This is an optimization exercise on Yosys and OpenROAD, whose aim is small area and a short achievable clock period, not a production implementation. Function was checked by simulation only, so behaviour that the tests miss may differ from the original. No activity file was given, so power comes from the tool's default toggle rates.

==> design.v <==
module reg_mux_block #(parameter BITS = 1, RSTTYPE = "SYNC", SELECTION = 1)(
    input clk, rst, en,
    input [BITS - 1 : 0] in,
    output [BITS - 1 : 0] out
);
    reg [BITS - 1 : 0] q_in;
    generate
        if (RSTTYPE == "ASYNC")
            always @(posedge clk, posedge rst) begin
                if (rst)
                    q_in <= 0;
                else if (en)
                    q_in <= in;
            end
        else if (RSTTYPE == "SYNC")
            always @(posedge clk) begin
                if (rst)
                    q_in <= 0;
                else if (en)
                    q_in <= in;
            end
    endgenerate
    assign out = SELECTION ? q_in : in;
endmodule
module DSP #(parameter A0REG = 0, A1REG = 1, B0REG = 0, B1REG = 1,
    CREG = 1, DREG = 1, MREG = 1, PREG = 1, CARRYINREG = 1, CARRYOUTREG = 1, OPMODEREG = 1,
    CARRYINSEL = "OPMODE5", B_INPUT = "DIRECT", RSTTYPE = "SYNC") (
    input CLK, 
    input [7 : 0] OPMODE,
    input CEA, CEB, CEC, CECARRYIN, CED, CEM, CEOPMODE, CEP,
    input RSTA, RSTB, RSTC, RSTCARRYIN, RSTD, RSTM, RSTOPMODE, RSTP,
    input [17 : 0] A, B, D,
    input [47 : 0] C, PCIN,
    input [17 : 0] BCIN,
    input CARRYIN,
    output [17 : 0] BCOUT,
    output [35 : 0] M,
    output [47 : 0] P, PCOUT,
    output CARRYOUT, CARRYOUTF
);
    wire CYI_in, CYI_out, CYO_in, CYO_out;
    wire [7 : 0] OPMODE_out;
    wire [17 : 0] A0_out, B0_in, B0_out, D_out, operation0_out, A1_out, B1_in, B1_out;
    wire [35 : 0] operation1_out, M_out;
    wire [47 : 0] C_out, operation2_out, P_out;
    reg [47 : 0]  X_out, Z_out;
    reg_mux_block #(.BITS(8), .RSTTYPE(RSTTYPE), .SELECTION(OPMODEREG)) block_OPMODE (.clk(CLK), .rst(RSTOPMODE), .en(CEOPMODE), .in(OPMODE), .out(OPMODE_out));
    reg_mux_block #(.BITS(18), .RSTTYPE(RSTTYPE), .SELECTION(A0REG)) block_A0 (.clk(CLK), .rst(RSTA), .en(CEA), .in(A), .out(A0_out));
    assign B0_in = (B_INPUT == "DIRECT") ? B : (B_INPUT == "CASCADE") ? BCIN : 0;
    reg_mux_block #(.BITS(18), .RSTTYPE(RSTTYPE), .SELECTION(B0REG)) block_B0 (.clk(CLK), .rst(RSTB), .en(CEB), .in(B0_in), .out(B0_out));
    reg_mux_block #(.BITS(48), .RSTTYPE(RSTTYPE), .SELECTION(CREG)) block_C (.clk(CLK), .rst(RSTC), .en(CEC), .in(C), .out(C_out));
    reg_mux_block #(.BITS(18), .RSTTYPE(RSTTYPE), .SELECTION(DREG)) block_D (.clk(CLK), .rst(RSTD), .en(CED), .in(D), .out(D_out));
    assign operation0_out = (OPMODE_out[6]) ? (D_out - B0_out) : (D_out + B0_out);
    reg_mux_block #(.BITS(18), .RSTTYPE(RSTTYPE), .SELECTION(A1REG)) block_A1 (.clk(CLK), .rst(RSTA), .en(CEA), .in(A0_out), .out(A1_out));
    assign B1_in = OPMODE_out[4] ? operation0_out : B0_out;
    reg_mux_block #(.BITS(18), .RSTTYPE(RSTTYPE), .SELECTION(B1REG)) block_B1 (.clk(CLK), .rst(RSTB), .en(CEB), .in(B1_in), .out(B1_out));
    assign BCOUT = B1_out;
    assign operation1_out = A1_out * B1_out;
    reg_mux_block #(.BITS(36), .RSTTYPE(RSTTYPE), .SELECTION(MREG)) block_M (.clk(CLK), .rst(RSTM), .en(CEM), .in(operation1_out), .out(M_out));
    assign M = M_out;
    assign CYI_in = (CARRYINSEL == "OPMODE5") ? OPMODE_out[5] : (CARRYINSEL == "CARRYIN") ? CARRYIN : 0;
    reg_mux_block #(.BITS(1), .RSTTYPE(RSTTYPE), .SELECTION(CARRYINREG)) block_CYI (.clk(CLK), .rst(RSTCARRYIN), .en(CECARRYIN), .in(CYI_in), .out(CYI_out));
    always @(*) begin
        case (OPMODE_out[1 : 0])
            2'b00:      X_out = 0;
            2'b01:      X_out = M_out;
            2'b10:      X_out = P_out;
            2'b11:      X_out = {D_out, A1_out, B1_out};
            default:    X_out = 0;
        endcase
    end
    always @(*) begin
        case (OPMODE_out[3 : 2])
            2'b00:      Z_out = 0;
            2'b01:      Z_out = PCIN;
            2'b10:      Z_out = P_out;
            2'b11:      Z_out = C_out;
            default:    Z_out = 0;
        endcase
    end
    assign {CYO_in, operation2_out} = (OPMODE_out[7]) ? (Z_out - (X_out + CYI_out)) : (Z_out + X_out + CYI_out);
    reg_mux_block #(.BITS(48), .RSTTYPE(RSTTYPE), .SELECTION(PREG)) block_P (.clk(CLK), .rst(RSTP), .en(CEP), .in(operation2_out), .out(P_out));
    reg_mux_block #(.BITS(1), .RSTTYPE(RSTTYPE), .SELECTION(CARRYOUTREG)) block_CYO (.clk(CLK), .rst(RSTCARRYIN), .en(CECARRYIN), .in(CYO_in), .out(CYO_out));
    assign P = P_out;
    assign PCOUT = P_out;
    assign CARRYOUT = CYO_out;
    assign CARRYOUTF = CYO_out;
endmodule
==> run.sh <==
#!/bin/bash
# synth_recipe.tcl (not shown) runs the flow's synth.tcl, then flattens the netlist and writes it again
# the make line also repeats each setting of config.mk as NAME=value (left out here)
make -C /OpenROAD-flow-scripts/flow DESIGN_CONFIG=/design/flow/config.mk WORK_HOME=/design/flow/orfs CLKGATE_MAP_FILE= SYNTH_SCRIPT=/design/flow/synth_recipe.tcl finish
==> config.mk <==
export PLATFORM = sky130hd
export DESIGN_NAME = DSP
export DESIGN_NICKNAME = DSP
export VERILOG_FILES = /design/flow/design.v
export SDC_FILE = /design/flow/constraint.sdc
export NUM_CORES = 4
export LEC_CHECK = 0
export CAP_MARGIN = 20
export CORE_MARGIN = 2
export CORE_UTILIZATION = 40
export SLEW_MARGIN = 20
==> constraint.sdc <==
create_clock -name core_clock -period 8.5 [get_ports {CLK}]
set_input_delay 1.7000 -clock core_clock [delete_from_list [all_inputs] [get_ports {CLK}]]
set_output_delay 1.7000 -clock core_clock [all_outputs]
set_load 0.01 [all_outputs]
==> run summary, run 1 <==
outcome=finished clean; multi-input gate area in the final layout=20,900 sq um; Antenna diodes=0; clock sinks=196; Worst-Margin Slew=1110 ps; Post-CTS Resized=0; Initial Utilization=between 40% and 50%; Reg area=approximately 4000 sq um; Max-Cap Viols=0; Crit. Startpoint=block_A1.q_in[7]; filler cell count=~6,700; Post-Syn Area=approximately 28,000 sq um; Final Setup Violations=0; # DRC=0; drt via density=roughly 5.4; vias in the first global route=23,700; per-cell routed wire length=between 20 and 25 um; share of cells above drive strength 1=5.93%; setup bufs post-CTS=0; CP Capture Type=register; Clock Latency Late Sink=530 ps; sequential share of the synthesized area=~14%; antenna viol nets, final=0; final cell count without fillers=4,388; crit share post-route=87.0%; worst setup path class=reg2reg; router iterations before antenna repair=5; routability congestion estimate=between 0.9 and 1; Chip Height=266 um; initial antenna violation count=4; EDFF count, synth=0; dpl cell area=31,200 sq um; fraction of registers with async set/reset=0%; synth warn=7; Hold Buf Count CTS=0; Hold Slack=496 ps; mean post-synth cell area=8.26 sq um; critical-path maximum fanout=20; setup_tns=0 ps; RSZ-0062 raised after global routing=false; Area Growth Syn to Fin=15.8%; TritonCTS Buffers=17; Reg-to-Reg Start=block_A1.q_in[7]; Worst-path clk slew=90 ps; initial DRC count=1,739; Routed WL=89.7 mm; H-tree levels=4; Die ar.=70,900 sq um; Ports=346; post-route cell area=approximately 32,000 sq um; Layout Skew=24.5 ps; grt ovf=0; power density cells=about 130 nW/um^2; GRT Total Usage=25.4%; critical path data arrival time=7800 ps; post-DP HPWL=71.6 mm; #FFs+latches synth=196; CTS tree=built; Final Max Tran Viols=0; clk buf depth=2; Tmin final=7390 ps; largest net degree at the start of global routing=53; Cell Count Post-Placement=4,356; Max IR drop VDD=160 uV; Die X=266 um; synth unique cells=74; CP required=8910 ps; syn nets=between 4,000 and 5,000; fin nets=4,215; FP Rows=96; PortBufs=326; Slew headroom=25.6%; Main synth FF type=dfxtp_1; fmax=roughly 140 MHz; worst min path class=reg2reg; CTS root buffer=clkbuf_16; hold path start=block_C.q_in[21]; core area=68,300 sq um; Pleak=~15 nW; final hold vios=0; Critical Path Start Type=register; Synth Instances=between 3,000 and 4,000; global-route wire length before repair=138 mm; total number of vias=23,900
==> where the power goes <==
group | switching [mW] | internal, mW | total [mW]
clock network | 0.499 | 0.464 | 0.963
registers | 0.175 | 1.00 | 1.18
logic | 1.20 | 0.960 | 2.16
total | 1.88 | 2.42 | 4.30
==> layout by cell type, fill, tap and decap left out, types with 8 or more instances in the layout <==
cell type,synthesis,routed
mux2i_1,154,154
dfxtp_1,196,191
a21o_1,64,64
nor4_1,10,10
nor3_1,35,35
a21oi_1,171,171
clkdlybuf4s50_1,0,320
and2_1,145,145
mux2_2,86,86
inv_1,438,438
o31ai_1,8,8
o21bai_1,26,26
buf_4,49,55
nand3_1,31,31
xnor2_1,87,87
a311oi_1,8,8
a211o_1,9,9
nand2b_1,26,26
or3_1,10,10
clkbuf_16,0,17
and3_1,22,22
o21ai_0,71,71
a22o_1,64,64
o21a_1,17,17
ha_1,267,267
xor2_1,41,41
o22ai_1,8,8
fa_1,261,261
a31oi_1,18,18
nor2_1,281,281
a2111oi_0,12,12
nand4_1,23,23
nand2_1,288,288
a22oi_1,20,20
a211oi_1,44,44
nor2b_1,38,36
o211ai_1,15,15
==> metal layers <==
metal / track usage (%) / up-vias / wire (um)
met5: 0 / - / 23
met1: 34.1 / 11600 / 40000
met2: 39.2 / 799 / 39100
met3: 6.47 / 118 / 7470
met4: 9.75 / 4 / 3130
li1: - / 11400 / -
==> worst max-delay path, stage by stage, from the launching register on <==
cell,delay [ps]
dfxtp_1,940
nand2_1,170
fa_1,530
fa_1,470
fa_1,540
inv_1,50
ha_1,280
fa_1,480
inv_1,50
fa_1,470
inv_1,50
ha_1,310
a2111oi_0,560
a21boi_1,230
a221o_2,440
a311o_2,470
a31o_4,280
a2111o_1,420
and3_1,160
or3_1,360
==> worst paths after layout <==
| check | end | slack [ps] | cells past startpoint |
|---|---|---|---|
| setup / recovery | block_M.q_in[31] | 1110 | 19 |
| hold / removal | block_C.q_in[21] | 500 | 2 |
| setup reg to reg | block_M.q_in[31] | 1110 | 19 |
| hold reg to reg | block_C.q_in[21] | 500 | 2 |
==> registers in the layout (all words and copies together) (netlist names) <==
signal,flops
block_C.q_in,48
block_P.q_in,48
block_M.q_in,36
block_A1.q_in,18
block_B1.q_in,18
block_D.q_in,18
block_OPMODE.q_in,8
block_CYI.q_in,1
block_CYO.q_in,1
==> cells in the mapped netlist (all sizes together) (5+ instances only) <==
cell type,number,share of area [%]
o21ai,73,1.3
buf,81,1.8
inv,439,6.0
xor2,41,1.3
a2111oi,12,0.38
a31oi,18,0.41
a311oi,8,0.25
nor2b,38,0.86
and2,145,3.3
a211o,9,0.29
fa,261,19
clkbuf,158,2.2
a211oi,45,1.2
a22o,64,2.0
nand3,31,0.56
a22oi,20,0.55
nor4,10,0.23
o31a,5,0.16
ha,267,12
xnor2,87,2.8
mux2i,154,5.6
dfxtp,196,14
a41oi,6,0.19
nor3b,7,0.19
nor2,281,3.8
nand2b,26,0.59
or2,5,0.11
o21bai,26,0.71
o211ai,15,0.41
nand4,23,0.52
a31o,6,0.22
or3,10,0.23
nor3,35,0.64
a21boi,8,0.22
o31ai,8,0.22
o21a,17,0.46
o22ai,8,0.18
a21oi,171,3.1
a221oi,5,0.16
a21o,69,1.9
mux2,86,3.5
nand2,288,3.9
and3,22,0.50
==> kinds of logic after synthesis <==
logic type,Yosys count,share of synthesized area [%]
xor+xnor,128,4.07
buf+inv,678,9.91
flops,196,14.3
simple gates,938,16.0
compound gates,624,15.5
mux,240,9.12
fa+ha+maj,528,31.1
==> stage by stage <==
| step | util [%] | total power, mW | worst slack, ps |
|---|---|---|---|
| after floorplan | - | 2.58 | 1670 |
| after global placement | 45.7 | 3.33 | 1210 |
| after detailed placement | 45.7 | 3.34 | 1160 |
| after CTS | 46.7 | 4.31 | 1130 |
| after global routing | 46.6 | 4.60 | 737 |
| final | 46.6 | 4.30 | 1110 |
==> layout make-up <==
| type | instances | area share, % |
|---|---|---|
| clock inverter | 15 | 0.750 |
| tap | 882 | 3.46 |
| multi-input combinational | 2458 | 65.5 |
| inverter | 439 | 5.17 |
| timing repair buffer | 381 | 11.4 |
| clock buffer | 17 | 1.33 |
| sequential | 196 | 12.3 |
==> run 2: changes to the inputs <==
--- a/config.mk
+++ b/config.mk
@@ -9,3 +9,4 @@
 export CORE_MARGIN = 2
 export CORE_UTILIZATION = 40
+export SETUP_SLACK_MARGIN = 3
 export SLEW_MARGIN = 20
==> run 2 against run 1 <==
Non-clock buffer count rose by 88. Synthesized cell count unchanged. Count of clock-buffer cells in the layout grew 2.
==> run summary, run 2 <==
largest cells by area after synthesis=fa_1 19%, dfxtp_1 14%, ha_1 12%; EDFF count, synth=0; # DRC=0; net load switching power=1.98 mW; fraction of registers with async set/reset=0%; critical-path cell list=buf_8 > and2_4 > fa_1 > inv_1 > fa_2 > fa_1 > fa_1 > inv_1 > fa_1 > inv_1 > fa_1 > inv_1 > ha_4 > a21o_1 > a21o_1 > a221o_2 > a311o_2 > a31o_4 > a2111o_1 > and3_1 > or3_1; syn nets=4,054; Final Max Tran Viols=0; setup_tns=0 ps; biggest area consumer among synthesized cells=fa_1; Synth Instances=about 3,300; family with the most delay on the worst path=adder cells; critical path data arrival time=between 6000 and 7000 ps; Initial Utilization=40.3%; Max IR drop VDD=126 uV; synth warn=7; CP Capture Type=register; Comb pwr share=54.8%; filler cell count=6,613; CTS tree=built; cell mode on critical path=fa_1; antenna viol nets, final=0; top-count cell post-synth=inv_1; Area Growth Syn to Fin=22.6%; core area=68,300 sq um; critical-path maximum fanout=7; TritonCTS Buffers=17; max incr delay on CP=530 ps; worst path buffer plus inverter count=5; top-area cell type share of the netlist area=19.0%; clock sinks=196; vias in the first global route=24,200; Int Pwr=approximately 2.5 mW; power share of the clock group=19.4%; CP required=8890 ps; commonest non-fill, non-tap cell in the layout=inv_1; per-cell routed wire length=21.8 um; grt ovf=0; Hold Slack=492 ps; share of cells above drive strength 1=12.4%; FP Rows=between 90 and 100; Tmin final=6470 ps; synth unique cells=74; Die X=between 200 and 300 um; final hold vios=0; post-DP HPWL=approximately 72 mm; Worst-Margin Slew=1070 ps; outcome=finished clean; top flop regs=block_C.q_in: 48 flops, block_P.q_in: 48 flops, block_M.q_in: 36 flops; H-tree levels=4; Max-Cap Viols=0; worst setup path class=reg2reg; global-route wire length before repair=147 mm; Layout Skew=28.1 ps; total number of vias=24,700; routability congestion estimate=0.946; initial DRC count=~1,800; Chip Height=266 um; Critical Path Start Type=register; Post-Syn Area=27,500 sq um; GRT Total Usage=27.2%; largest net degree at the start of global routing=just under 60; PortBufs=326; power density cells=134 nW/um^2; sequential share of the synthesized area=between 10% and 20%; Main synth FF type=dfxtp_1; router iterations before antenna repair=7; Pleak=15.8 nW; fin nets=between 4,000 and 5,000; slowest stage cell, crit path=fa_1; Routed WL=about 97 mm; Slew headroom=28.2%; Clock Latency Late Sink=~520 ps; initial antenna violation count=5; RSZ-0062 raised after global routing=true; fmax=155 MHz; Final Total Pwr=4.53 mW; commonest non-fill, non-tap cells in the layout=424 x inv_1, 320 x clkdlybuf4s50_1, 282 x nand2_1; CTS root buffer=clkbuf_16; Hold Buf Count CTS=0; #FFs+latches synth=a little under 200; sequential power share=25.8%; worst min path class=reg2reg; crit share post-route=76.1%; mean post-synth cell area=8.26 sq um; drt via density=around 5.5; Post-synth top cells=438 x inv_1, 288 x nand2_1, 281 x nor2_1; Ports=346; clk buf depth=2; Worst-path clk slew=80 ps; Die ar.=70,900 sq um; Sw Ratio=between 40 and 50%; Final Setup Violations=0
-- run 2: cell counts after synthesis --
No cell type changed its count.
-- run 2: cell type report --
class	count	area (sq um)	area share [%]
repair buffers	469	4710	14.0
well taps	882	1100	3.27
inverters	439	1650	4.88
clock buffers	19	443	1.31
diodes	1	2.50	0.00742
multi-input cells	2458	21700	64.2
clock inverters	13	143	0.423
flip-flops and latches	196	4040	12.0
-- run 2: metrics by stage --
stage | std cells | instance area (sq um) | setup WS [ps] | utilization (%)
global route | 4476 | 33700 | 1820 | 49.4
global placement | 4345 | 31300 | 1470 | 45.8
detailed placement | 4345 | 31300 | 1370 | 45.8
finish | 4477 | 33700 | 2030 | 49.4
floorplan | 3332 | 28100 | 2210 | -
CTS | 4444 | 33100 | 2020 | 48.4
-- run 2: worst paths after layout --
kind                    startpoint  depth (start not counted)               end  slack [ps]
hold / removal     block_C.q_in[6]                          2   block_C.q_in[6]         490
setup reg to reg  block_B1.q_in[6]                         21  block_M.q_in[31]        2030
setup / recovery  block_B1.q_in[6]                         21  block_M.q_in[31]        2030
hold reg to reg    block_C.q_in[6]                          2   block_C.q_in[6]         490
-- run 2: cells by family after synthesis --
group	after synthesis	synth area share, %
AOI/OAI and AO/OA	624	15.5
buffers and inverters	678	9.91
xor gates and xnor gates	128	4.07
and+or+nand+nor	938	16.0
adders and majority gates	528	31.1
DFF	196	14.3
muxes	240	9.12
-- run 2: worst reg2reg max path, cell delays in order, from the launching register on --
cell,delay (ps)
dfxtp_4,420
buf_8,170
and2_4,150
fa_1,530
inv_1,50
fa_2,520
fa_1,440
fa_1,500
inv_1,50
fa_1,480
inv_1,50
fa_1,480
inv_1,60
ha_4,170
a21o_1,150
a21o_1,170
a221o_2,380
a311o_2,370
a31o_4,250
a2111o_1,440
and3_1,160
or3_1,350
-- run 2: power groups by stage --
stage	Combinational [mW]	Clock, mW	Sequential, mW
2_1_floorplan	1.54	0	1.10
3_3_place_gp	2.18	0	1.20
3_5_place_dp	2.17	0	1.20
4_1_cts	2.35	0.900	1.17
5_1_grt	2.72	0.930	1.17
6_report	2.48	0.880	1.17
-- run 2: metal layers --
metal / vias to the layer above / GRT usage (%) / wire [um]
met4: 4 / 8.53 / 2800
met5: - / 0 / 19
met2: 886 / 45.1 / 45500
met3: 116 / 3.68 / 6660
li1: 11500 / - / -
met1: 12200 / 36.7 / 42400
-- run 2: timing repair --
action | CTS | global route
endpoints found under the setup margin | 43 | 36
gates cloned | 4 | 0
hold endpoints to repair | 0 | 0
gates resized for setup | 153 | 92
buffers inserted | 63 | 32
pin swaps | 52 | 74
==> run 3: changes to the inputs <==
--- a/config.mk
+++ b/config.mk
@@ -6,4 +6,5 @@
 export NUM_CORES = 4
 export LEC_CHECK = 0
+export ABC_CLOCK_PERIOD_IN_PS = 4000
 export CAP_MARGIN = 20
 export CORE_MARGIN = 2
==> run 3 against run 2 <==
Synthesized area stayed put. Critical path type unchanged. Wire length stayed put. Hold slack stayed put. Still clean on timing, DRC and antenna. Via count did not move.
==> run summary, run 3 <==
outcome=finished clean; setup_tns=0 ps; final cell count without fillers=4,477; clock sinks=around 200; Max IR drop VDD=between 100 and 150 uV; mean post-synth cell area=8.26 sq um; Post-Syn Area=27,500 sq um; commonest non-fill, non-tap cells in the layout=424 x inv_1, 320 x clkdlybuf4s50_1, 282 x nand2_1; Slew headroom=28.2%; filler cell count=~6,600; TritonCTS Buffers=17; Worst-Margin Slew=1070 ps; Post-synth top cells=438 x inv_1, 288 x nand2_1, 281 x nor2_1; synth unique cells=74; top-area cell type share of the netlist area=19.0%; largest net degree at the start of global routing=58; multi-input gate area in the final layout=21,700 sq um; synth warn=7; global-route wire length before repair=around 150 mm; Reg area=~4000 sq um; Ports=about 350; Main synth FF type=dfxtp_1; CP required=8890 ps; per-cell routed wire length=21.8 um; Chip Height=about 270 um; Pleak=about 16 nW; total number of vias=24,700; H-tree levels=4; Hold Buf Count CTS=0; final hold vios=0; fmax=155 MHz; grt ovf=0; #FFs+latches synth=196; crit share post-route=about three quarters; Synth Instances=approximately 3,300; RSZ-0062 raised after global routing=true; initial DRC count=between 1,500 and 2,000; clk buf depth=2; antenna viol nets, final=0; Layout Skew=~28 ps; initial antenna violation count=5; Final Max Tran Viols=0; critical-path maximum fanout=7; power density cells=134 nW/um^2; Worst-path clk slew=80 ps; FP Rows=96; Die ar.=70,900 sq um; CP Capture Type=register; fraction of registers with async set/reset=0%; Clock Latency Late Sink=around 520 ps; fin nets=roughly 4,300; top-count cell post-synth=inv_1; CTS tree=built; EDFF count, synth=0; worst min path class=reg2reg; PortBufs=326; post-DP HPWL=72.4 mm; CTS root buffer=clkbuf_16; Tmin final=6470 ps; top flop regs=block_C.q_in: 48 flops, block_P.q_in: 48 flops, block_M.q_in: 36 flops; sequential share of the synthesized area=about 14%; routability congestion estimate=0.946; Max-Cap Viols=0; drt via density=5.52; biggest area consumer among synthesized cells=fa_1; vias in the first global route=24,200; Routed WL=97.4 mm; worst setup path class=reg2reg; core area=68,300 sq um; Cell Count Post-Placement=4,345; commonest non-fill, non-tap cell in the layout=inv_1; share of cells above drive strength 1=between 10% and 20%; syn nets=4,054; Area Growth Syn to Fin=22.6%; # DRC=0; Critical Path Start Type=register; largest cells by area after synthesis=fa_1 19%, dfxtp_1 14%, ha_1 12%; router iterations before antenna repair=7; Die X=approximately 270 um; GRT Total Usage=27.2%; Initial Utilization=40.3%; critical path data arrival time=6850 ps; Final Setup Violations=0
==> run 3: what timing repair did <==
action / 4_1_cts / 5_1_grt
endpoints found under the setup margin: 43 / 36
setup buffers: 63 / 32
pin swaps: 52 / 74
cloned: 4 / 0
resized for setup: 153 / 92
==> run 3: layer usage <==
| layer | GRT usage [%] | wire [um] | vias up |
|---|---|---|---|
| met5 | 0 | 19 | - |
| met4 | 8.53 | 2800 | 4 |
| met3 | 3.68 | 6660 | 116 |
| met2 | 45.1 | 45500 | 886 |
| met1 | 36.7 | 42400 | 12200 |
| li1 | - | - | 11500 |
==> run 3: path summary, 6_finish.rpt <==
kind | start | endpoint | slack (ps) | cells past startpoint
setup reg to reg | block_B1.q_in[6] | block_M.q_in[31] | 2030 | 21
hold reg to reg | block_C.q_in[6] | block_C.q_in[6] | 490 | 2
setup / recovery | block_B1.q_in[6] | block_M.q_in[31] | 2030 | 21
hold / removal | block_C.q_in[6] | block_C.q_in[6] | 490 | 2
==> run 3: kinds of logic after synthesis <==
logic type	Yosys count	share of synthesized area [%]
xor+xnor	128	4.07
compound gates	624	15.5
buf+inv	678	9.91
mux	240	9.12
fa+ha+maj	528	31.1
simple gates	938	16.0
flops	196	14.3
==> run 3: critical path, stage by stage (launching register included) <==
cell	delay (ps)
dfxtp_4	420
buf_8	170
and2_4	140
fa_1	530
inv_1	50
fa_2	520
fa_1	440
fa_1	500
inv_1	50
fa_1	480
inv_1	50
fa_1	480
inv_1	60
ha_4	170
a21o_1	150
a21o_1	170
a221o_2	380
a311o_2	360
a31o_4	250
a2111o_1	440
and3_1	160
or3_1	350
==> run 3: final cells by class <==
cell class	instances	area share (%)
tap	882	3.27
antenna	1	0.00742
timing repair buffer	469	14.0
clock buffer	19	1.31
clock inverter	13	0.423
multi-input combinational	2458	64.2
sequential	196	12.0
inverter	439	4.88
==> run 3: report_power, final <==
part / switching [mW] / total [mW] / internal, mW
registers: 0.168 / 1.17 / 0.999
clock network: 0.457 / 0.880 / 0.422
logic: 1.36 / 2.48 / 1.12
total: 1.98 / 4.53 / 2.54
==> run 3: per-stage QoR <==
step	setup WS [ps]	instance area [sq um]	util [%]	hold slack (ps)	total power [mW]
floorplan	2210	28100	-	454	2.64
global placement	1470	31300	45.8	466	3.38
detailed placement	1370	31300	45.8	477	3.38
CTS	2020	33100	48.4	498	4.42
global route	1820	33700	49.4	516	4.82
finish	2030	33700	49.4	492	4.53

==> re-timing with driven ports <==
In the flow no input, the clock included, has a driving cell. The finished layouts below were timed again as built, in two steps.
Step 1: set_driving_cell puts a clkbuf_16 on CLK and a buf_2 on each other input, an assumption about the parent block.
Step 2 times the ports against the registers' clock, not the clock port: input delays grow and output delays shrink by t, the midpoint of the rising clock arrivals with the driver on.
Three values: no drivers, after step 1, after step 2; two values: the first two.
run | t (ns) | setup slack, ns | worst data-port slew with drivers (ns) | pins driven straight from the clock port
run 1 | 0.581 | 1.107 / 1.107 / 1.107 | 0.07 | 1
run 2 | 0.557 | 2.034 / 2.034 / 2.034 | 0.12 | 1
run 3 | 0.557 | 2.034 / 2.034 / 2.034 | 0.12 | 1
After both steps setup and hold are still met in every run listed.
